This is an optimization exercise on Yosys and OpenROAD, whose aim is small area and a short achievable clock period, not a production implementation. RTL that was checked went through simulation tests only; none was proved equivalent to the original. Power is estimated from default activity; no workload was simulated.

## lane 1
==> module ram, before the edit <==
module ram
#(
  parameter integer DATA_WIDTH    = 16,
  parameter integer ADDR_WIDTH    = 5
)
(
  input  wire                         clk,
  input  wire                         reset,
  input  wire                         s_read_req,
  input  wire [ ADDR_WIDTH  -1 : 0 ]  s_read_addr,
  output reg  [ DATA_WIDTH  -1 : 0 ]  s_read_data,
  input  wire                         s_write_req,
  input  wire [ ADDR_WIDTH  -1 : 0 ]  s_write_addr,
  input  wire [ DATA_WIDTH  -1 : 0 ]  s_write_data
);
  reg  [ DATA_WIDTH -1 : 0 ] mem [ 0 : (1<<ADDR_WIDTH)-1 ];
  reg  [ DATA_WIDTH -1 : 0 ] rd_data;
  reg                        rd_v;
  reg  [ DATA_WIDTH -1 : 0 ] rd_mux;
  integer k;
  always @(*) begin
    rd_mux = {DATA_WIDTH{1'b0}};
    for (k = 0; k < (1<<ADDR_WIDTH); k = k + 1)
      rd_mux = rd_mux | (mem[k] & {DATA_WIDTH{s_read_addr == k}});
  end
  always @(posedge clk) begin
    rd_v    <= s_read_req && !reset;
    rd_data <= rd_mux;
  end
  always @(posedge clk)
    if (s_write_req && !reset)
      mem[s_write_addr] <= s_write_data;
  always @(posedge clk)
    if (reset)
      s_read_data <= 0;
    else if (rd_v)
      s_read_data <= rd_data;
endmodule
==> module fifo, before the edit <==
module fifo
#(
    parameter   DATA_WIDTH          = 16,
    parameter   ADDR_WIDTH          = 4,
    parameter   RAM_DEPTH           = (1 << ADDR_WIDTH)
)(
    input  wire                         clk,
    input  wire                         reset,
    input  wire                         push,
    input  wire                         pop,
    input  wire [ DATA_WIDTH -1 : 0 ]   data_in,
    output reg  [ DATA_WIDTH -1 : 0 ]   data_out
);
reg     [ADDR_WIDTH-1:0]        wr_pointer;
reg     [ADDR_WIDTH-1:0]        rd_pointer;
reg     [ADDR_WIDTH  :0]        fifo_count;
reg     [DATA_WIDTH-1:0]        mem[0:RAM_DEPTH-1];
wire empty = (fifo_count == 0);
wire full  = (fifo_count == RAM_DEPTH);
wire do_push = push && !full;
wire do_pop  = pop && !empty;
always @ (posedge clk)
begin
  if (reset)
    fifo_count <= 0;
  else if (do_push && !do_pop)
    fifo_count <= fifo_count + 1;
  else if (do_pop && !do_push)
    fifo_count <= fifo_count - 1;
end
always @ (posedge clk)
begin
  if (reset)
    wr_pointer <= 0;
  else if (do_push)
    wr_pointer <= wr_pointer + 1;
end
always @ (posedge clk)
begin
  if (reset)
    rd_pointer <= 0;
  else if (do_pop)
    rd_pointer <= rd_pointer + 1;
end
always @ (posedge clk)
  if (do_push)
    mem[wr_pointer] <= data_in;
reg [DATA_WIDTH-1:0] rd_mux;
integer k;
always @(*) begin
  rd_mux = {DATA_WIDTH{1'b0}};
  for (k = 0; k < RAM_DEPTH; k = k + 1)
    rd_mux = rd_mux | (mem[k] & {DATA_WIDTH{rd_pointer == k}});
end
always @ (posedge clk)
  if (do_pop)
    data_out <= rd_mux;
endmodule
export LEC_CHECK = 0
export ABC_CLOCK_PERIOD_IN_PS = 2800
export CAP_MARGIN = 20
export CORE_MARGIN = 2
export CORE_UTILIZATION = 60
export SETUP_SLACK_MARGIN = 3.9
export SLEW_MARGIN = 20
create_clock -name core_clock -period 6.5 [get_ports {clk}]
standard.sh (not shown) runs the stock make flow with config.mk's settings and CLKGATE_MAP_FILE= SYNTH_SCRIPT=/design/flow/synth_recipe.tcl, a recipe that flattens the netlist after the stock synthesis.
==> flow/flow/run.sh <==
#!/bin/bash
set -e
export BUFFER_PORTS_ARGS="-buffer_cell sky130_fd_sc_hd__buf_1"
export CTS_ARGS="-sink_clustering_enable -repair_clock_nets -sink_clustering_size 28 -sink_clustering_max_diameter 80 -dont_use_dummy_load"
bash standard.sh > standard.log 2>&1
What lane 2 does differently from lane 1 at the input level:
diff --git a/flow/design.v b/flow/design.v
--- a/flow/design.v
+++ b/flow/design.v
@@ -754,33 +754,39 @@
   output reg  [ DATA_WIDTH  -1 : 0 ]  s_read_data,
   input  wire                         s_write_req,
   input  wire [ ADDR_WIDTH  -1 : 0 ]  s_write_addr,
   input  wire [ DATA_WIDTH  -1 : 0 ]  s_write_data
 );
   reg  [ DATA_WIDTH -1 : 0 ] mem [ 0 : (1<<ADDR_WIDTH)-1 ];
-  reg  [ DATA_WIDTH -1 : 0 ] rd_data;
-  reg                        rd_v;
+  reg  [ ADDR_WIDTH -1 : 0 ] rd_addr;
+  reg  [ ADDR_WIDTH -1 : 0 ] wr_addr;
+  reg  [ DATA_WIDTH -1 : 0 ] wr_data;
+  reg                        rd_addr_v;
+  reg                        wr_addr_v;
+  always @(posedge clk) begin
+    rd_addr_v <= s_read_req && !reset;
+    wr_addr_v <= s_write_req && !reset;
+    rd_addr   <= s_read_addr;
+    wr_addr   <= s_write_addr;
+    wr_data   <= s_write_data;
+  end
+  always @(posedge clk)
+    if (wr_addr_v)
+      mem[wr_addr] <= wr_data;
   reg  [ DATA_WIDTH -1 : 0 ] rd_mux;
   integer k;
   always @(*) begin
     rd_mux = {DATA_WIDTH{1'b0}};
     for (k = 0; k < (1<<ADDR_WIDTH); k = k + 1)
-      rd_mux = rd_mux | (mem[k] & {DATA_WIDTH{s_read_addr == k}});
-  end
-  always @(posedge clk) begin
-    rd_v    <= s_read_req && !reset;
-    rd_data <= rd_mux;
+      rd_mux = rd_mux | (mem[k] & {DATA_WIDTH{rd_addr == k}});
   end
   always @(posedge clk)
-    if (s_write_req && !reset)
-      mem[s_write_addr] <= s_write_data;
-  always @(posedge clk)
     if (reset)
       s_read_data <= 0;
-    else if (rd_v)
-      s_read_data <= rd_data;
+    else if (rd_addr_v)
+      s_read_data <= rd_mux;
 endmodule
 `timescale 1ns/1ps
 module fifo
 #(
     parameter   DATA_WIDTH          = 16,
     parameter   ADDR_WIDTH          = 4,
@@ -790,32 +796,22 @@
     input  wire                         reset,
     input  wire                         push,
     input  wire                         pop,
     input  wire [ DATA_WIDTH -1 : 0 ]   data_in,
     output reg  [ DATA_WIDTH -1 : 0 ]   data_out
 );
-reg     [ADDR_WIDTH-1:0]        wr_pointer;
-reg     [ADDR_WIDTH-1:0]        rd_pointer;
-reg     [ADDR_WIDTH  :0]        fifo_count;
+reg     [ADDR_WIDTH  :0]        wr_pointer;
+reg     [ADDR_WIDTH  :0]        rd_pointer;
 reg     [DATA_WIDTH-1:0]        mem[0:RAM_DEPTH-1];
-wire empty = (fifo_count == 0);
-wire full  = (fifo_count == RAM_DEPTH);
+wire empty = (wr_pointer == rd_pointer);
+wire full  = (wr_pointer == {~rd_pointer[ADDR_WIDTH], rd_pointer[ADDR_WIDTH-1:0]});
 wire do_push = push && !full;
 wire do_pop  = pop && !empty;
 always @ (posedge clk)
 begin
   if (reset)
-    fifo_count <= 0;
-  else if (do_push && !do_pop)
-    fifo_count <= fifo_count + 1;
-  else if (do_pop && !do_push)
-    fifo_count <= fifo_count - 1;
-end
-always @ (posedge clk)
-begin
-  if (reset)
     wr_pointer <= 0;
   else if (do_push)
     wr_pointer <= wr_pointer + 1;
 end
 always @ (posedge clk)
 begin
@@ -823,19 +819,19 @@
     rd_pointer <= 0;
   else if (do_pop)
     rd_pointer <= rd_pointer + 1;
 end
 always @ (posedge clk)
   if (do_push)
-    mem[wr_pointer] <= data_in;
+    mem[wr_pointer[ADDR_WIDTH-1:0]] <= data_in;
 reg [DATA_WIDTH-1:0] rd_mux;
 integer k;
 always @(*) begin
   rd_mux = {DATA_WIDTH{1'b0}};
   for (k = 0; k < RAM_DEPTH; k = k + 1)
-    rd_mux = rd_mux | (mem[k] & {DATA_WIDTH{rd_pointer == k}});
+    rd_mux = rd_mux | (mem[k] & {DATA_WIDTH{rd_pointer[ADDR_WIDTH-1:0] == k}});
 end
 always @ (posedge clk)
   if (do_pop)
     data_out <= rd_mux;
 endmodule
 module activation #(
--- outcome ---
- Sequential cell area of lane 2 exceeds that of lane 1 slightly.
- Side by side, share of post-route cells with drive strength above 1 turned out lower in lane 2 than in lane 1.
- Synthesized instance count essentially unchanged between lane 1 and lane 2.
- Going from lane 1 to lane 2, non-clock buffer count in the final layout fell by about 27%, setup slack of the critical path after layout rose by 77 ps, part of the power in the clock network rose by 1.2 points, placer's final routability congestion estimate fell by 5.5%, final sum of negative setup slack stayed essentially flat.
- Cmp lane 2 vs lane 1: wire length of the first global-routing pass lower in lane 2
- Lane 2 against lane 1: average cell area after synthesis went up 0.19 um2; met3 wire length went down 2200 um.
No functional check of the RTL was part of any run of this note.


PE, a different RTL version from the one above (not shown whole).
Size in the first run: ~2700 cells after synthesis, roughly 1100 flip-flops, about 41000 um^2 of cells after synthesis.
==> module activation, before the edit <==
module activation #(
  parameter OP_WIDTH  = 16
) (
  input  wire                                         clk,
  input  wire                                         enable,
  input  wire        [ OP_WIDTH           -1 : 0 ]    in,
  output wire        [ OP_WIDTH           -1 : 0 ]    out
);
reg [OP_WIDTH-1:0] activation_data;
wire signed [OP_WIDTH-1:0] in_s = in;
always @(posedge clk)
  if (enable)
    activation_data <= (in_s > 0) ? in : {OP_WIDTH{1'b0}};
  else
    activation_data <= in;
assign out = activation_data;
endmodule
export LEC_CHECK = 0
export ABC_CLOCK_PERIOD_IN_PS = 2800
export CAP_MARGIN = 20
export CORE_MARGIN = 2
export CORE_UTILIZATION = 60
export SETUP_SLACK_MARGIN = 4.0
export SLEW_MARGIN = 20
create_clock -name core_clock -period 6.5 [get_ports {clk}]
Scripts as last shown in full above: flow/flow/run.sh
Then changed:
--- a/flow/design.v
+++ b/flow/design.v
@@ -826,8 +826,7 @@
 );
 reg [OP_WIDTH-1:0] activation_data;
-wire signed [OP_WIDTH-1:0] in_s = in;
 always @(posedge clk)
   if (enable)
-    activation_data <= (in_s > 0) ? in : {OP_WIDTH{1'b0}};
+    activation_data <= ($signed(in) > 0) ? in : {OP_WIDTH{1'b0}};
   else
     activation_data <= in;
After rerunning: The changed run ran to the end with no violations. Total power does not change. Area after synthesis is unchanged. Final area does not change. Critical path depth stays the same. Register-to-register slack stays flat. Setup slack is unchanged. Via count stays the same. Non-clock buffer count does not change. Clock skew stays the same. Clock-buffer cell count stays the same.
Only the layout flow was run in the second run of this note; the RTL was not checked for function there.

==> afterwards: timing with drivers on the ports <==
The flow's constraints put no driver on any port. The routed layouts listed below were extracted and timed again, unchanged, in two steps. Step 1, drivers: a clkbuf_16 drives clk and a buf_2 each remaining input, both assumed. Step 2 also shifts input and output timing later by t, the mid clock arrival at the registers, as if the neighbouring blocks saw the same clock. Three values: ideal ports, drivers, drivers and shift; two values: the first two.
| run | t, ns | setup WS [ns] | worst slew at a driven data input, ns |
|---|---|---|---|
| lane 1 | 0.673 | 3.795 / 3.795 / 3.229 | 0.08 |
| lane 2 | 0.676 | 3.872 / 3.857 / 3.448 | 0.12 |
| the first run of note 2 | 0.686 | 3.900 / 3.859 / 3.461 | 0.06 |
| the second run of note 2 | 0.686 | 3.900 / 3.859 / 3.461 | 0.06 |
After both steps setup and hold are still met in every run listed. For lane 1, which loses most, drivers alone change the setup slack by 0.000 ns; drivers and shift together by -0.566 ns.
